What follows belongs to an exercise in optimizing a design on an open flow for small area and a short achievable clock period; a production flow would make more cautious choices.
In this exercise RTL edits were held to simulation tests only and were not proved equivalent to the original.
Power is estimated from default activity; no workload was simulated.

run 1:
## wallace_mul
module wallace_mul(input [15:0] a, input [15:0] b, output [32:0] out, input clk);
make LEC_CHECK=0 CAP_MARGIN=20 CORE_MARGIN=2 CORE_UTILIZATION=40 CTS_BUF_LIST=sky130_fd_sc_hd__clkbuf_16 CTS_CLUSTER_DIAMETER=80 CTS_CLUSTER_SIZE=30 PLACE_DENSITY=0.7 SETUP_SLACK_MARGIN=2.5 SLEW_MARGIN=20 SYNTH_HIERARCHICAL=1 SYNTH_MINIMUM_KEEP_SIZE=0 finish   # period 4.4 ns
run.sh (not shown) runs the stock make flow with config.mk's settings and CLKGATE_MAP_FILE= SYNTH_SCRIPT=/design/flow/synth_recipe.tcl, a recipe that flattens the netlist after the stock synthesis.
The inputs of run 2 differ from those of run 1 as listed below.
# run 1
export LEC_CHECK = 0
export CAP_MARGIN = 20
export CORE_MARGIN = 2
export CORE_UTILIZATION = 40
export CTS_BUF_LIST = sky130_fd_sc_hd__clkbuf_16
export CTS_CLUSTER_DIAMETER = 80
export CTS_CLUSTER_SIZE = 30
export PLACE_DENSITY = 0.7
export SETUP_SLACK_MARGIN = 2.5
export SLEW_MARGIN = 20
export SYNTH_HIERARCHICAL = 1
export SYNTH_MINIMUM_KEEP_SIZE = 0
create_clock -name core_clock -period 4.4 [get_ports {clk}]
# run 2
export LEC_CHECK = 0
export CAP_MARGIN = 20
export CORE_MARGIN = 2
export CORE_UTILIZATION = 60
export CTS_BUF_LIST = sky130_fd_sc_hd__clkbuf_16
export CTS_CLUSTER_DIAMETER = 80
export CTS_CLUSTER_SIZE = 30
export PLACE_DENSITY = 0.8
export SETUP_SLACK_MARGIN = 2.5
export SLEW_MARGIN = 20
export SYNTH_HIERARCHICAL = 1
export SYNTH_MINIMUM_KEEP_SIZE = 0
create_clock -name core_clock -period 4.4 [get_ports {clk}]
==> comparison <==
No stage failed in run 2, and the final checks on the layout all came back clean.
| internal power contribution | lower: run 2 |
Run 2: layout overhead on the synthesized area lower than run 1
In run 2 the peak ir drop on the vdd network turned out about 30% higher than in run 1.
Fraction of area in registers (lower): run 1
Combinational power across run 2 and run 1: no real change.
Instance area at placement: run 2 and run 1 compared, lower one is run 2
STATUS minimum clock period: run 2 loses against run 1
From run 1 to run 2, post-synthesis cell count did not move at all.
Re non-clock buffer count: run 2 and run 1 aren't equal, and the higher value belongs to run 1.
> inputs changed (run 2 -> run 3)
# run 2
export LEC_CHECK = 0
export CAP_MARGIN = 20
export CORE_MARGIN = 2
export CORE_UTILIZATION = 60
export CTS_BUF_LIST = sky130_fd_sc_hd__clkbuf_16
export CTS_CLUSTER_DIAMETER = 80
export CTS_CLUSTER_SIZE = 30
export PLACE_DENSITY = 0.8
export SETUP_SLACK_MARGIN = 2.5
export SLEW_MARGIN = 20
export SYNTH_HIERARCHICAL = 1
export SYNTH_MINIMUM_KEEP_SIZE = 0
create_clock -name core_clock -period 4.4 [get_ports {clk}]
# run 3
export LEC_CHECK = 0
export ABC_AREA = 1
export CAP_MARGIN = 20
export CORE_MARGIN = 2
export CORE_UTILIZATION = 40
export CTS_BUF_LIST = sky130_fd_sc_hd__clkbuf_16
export CTS_CLUSTER_DIAMETER = 80
export CTS_CLUSTER_SIZE = 30
export PLACE_DENSITY = 0.6
export SETUP_SLACK_MARGIN = 2.5
export SLEW_MARGIN = 20
export SYNTH_HIERARCHICAL = 1
export SYNTH_MINIMUM_KEEP_SIZE = 0
create_clock -name core_clock -period 4.4 [get_ports {clk}]
==> run notes <==
- Summary of run 3 over run 2: latest clock arrival within the worst-skew pair has increased, share of layout cells above drive strength 1 has decreased, filler-free cell count of the finished design has increased, wire length has increased.

========
## job 5599
Another version of the RTL of wallace_mul (not shown whole).
For scale: about 1100 cells after synthesis, roughly 390 flip-flops, ~66 I/O pins, roughly 0.014 sq mm of cells after synthesis.
==> flow/config.mk <==
export PLATFORM = sky130hd
export DESIGN_NAME = wallace_mul
export DESIGN_NICKNAME = wallace_mul
export VERILOG_FILES = /design/flow/design.v
export SDC_FILE = /design/flow/constraint.sdc
export NUM_CORES = 4
export LEC_CHECK = 0
export CAP_MARGIN = 20
export CORE_MARGIN = 2
export CORE_UTILIZATION = 40
export CTS_BUF_LIST = sky130_fd_sc_hd__clkbuf_16
export CTS_CLUSTER_DIAMETER = 120
export CTS_CLUSTER_SIZE = 28
export PLACE_DENSITY = 0.6
export SETUP_SLACK_MARGIN = 2.5
export SLEW_MARGIN = 20
export SYNTH_HIERARCHICAL = 1
export SYNTH_MINIMUM_KEEP_SIZE = 0
==> flow/constraint.sdc <==
create_clock -name core_clock -period 4.4 [get_ports {clk}]
set_input_delay 0.8800 -clock core_clock [delete_from_list [all_inputs] [get_ports {clk}]]
set_output_delay 0.8800 -clock core_clock [all_outputs]
set_load 0.01 [all_outputs]
Job 5599 went all the way through synthesis, placement and routing and the layout is clean on timing, DRC and antenna.
For job 599, these inputs were changed with respect to job 5599:
- a change of SETUP_SLACK_MARGIN from 2.5 to 2.6
## What came out
- Delta (job 599 minus job 5599): total power climbed about 2.7%, post-layout net count went up by 13, setup slack higher.
- Job 5599 has higher sequential share of layout area than job 599.
- On global-route wire length before repair, job 5599 loses to job 599.
- Wire length reported by the detailed router deteriorates in job 599 relative to job 5599.
- Job 5599 -> job 599: clock power increased by a few percent
- Between job 5599 and job 599, the clock buffer and inverter area fraction after layout figures differ only marginally.
- The faster design of the two is job 599; job 5599 tops out lower.
- Job 599 reports a higher hold slack than job 5599 does.
- Compared with job 5599, job 599 ends up with a larger final cell area.
Input changes introduced in job 1235 (baseline for comparison: job 599):
- changing CTS_CLUSTER_DIAMETER from 120 to 80
- changing CTS_CLUSTER_SIZE from 28 to 30
- changing SETUP_SLACK_MARGIN from 2.6 to 2.5
Findings:
Length of routed met3 wiring, job 1235 vs job 599: up by a few percent
Going from job 599 to job 1235, the share of total power in the clock network was found to have gone up by 2.2 points.
The maximum single-stage delay on the critical path of job 1235 is lower than that of job 599.
The worst-margin pin slew number comes out higher for job 1235 vs job 599.
~same post-route non-filler standard cell count in job 599 and job 1235
Comparing job 1235 with job 599, the sequential group power came out essentially unchanged.
Delta(pre-CTS worst setup slack, job 1235 - job 599) < 0
In terms of overall power of the completed layout, job 1235 and job 599 differ only marginally.
Delta (job 1235 minus job 599): accumulated negative setup slack comparable, first-pass GRT wire length now larger.

[re-timing with driven ports]
No port has a modelled driver above. Below, the same layouts with a new extraction and two added sets of constraints. Step 1, drivers: a clkbuf_16 drives clk and a buf_2 each remaining input, both assumed. Step 2 adds t to the input delays and takes it off the output delays; t is the mean of the earliest and latest rising clock arrival at the registers after step 1. Input paths then give back, and output paths get back, about the clock's delay inside the block. Slacks: ideal / step 1 / step 2; pairs: ideal / step 1.
run	t (ns)	setup WS [ns]	hold slack, ns	worst setup path at the end	pins driven straight from the clock port
run 1	0.570	2.492 / 2.492 / 2.492	0.320 / 0.320 / 0.320	register to register	1
run 2	0.552	2.467 / 2.467 / 2.467	0.332 / 0.332 / 0.332	register to register	1
run 3	0.581	2.544 / 2.494 / 2.483	0.331 / 0.331 / 0.331	input to register	1
job 5599	0.557	2.539 / 2.505 / 2.539	0.325 / 0.325 / 0.325	register to register	1
job 599	0.568	2.558 / 2.512 / 2.558	0.329 / 0.329 / 0.329	register to register	1
job 1235	0.569	2.547 / 2.501 / 2.547	0.333 / 0.333 / 0.333	register to register	1
After both steps every run listed still meets setup and hold. For run 3, which loses most, drivers alone change the setup slack by -0.050 ns; drivers and shift together by -0.061 ns.
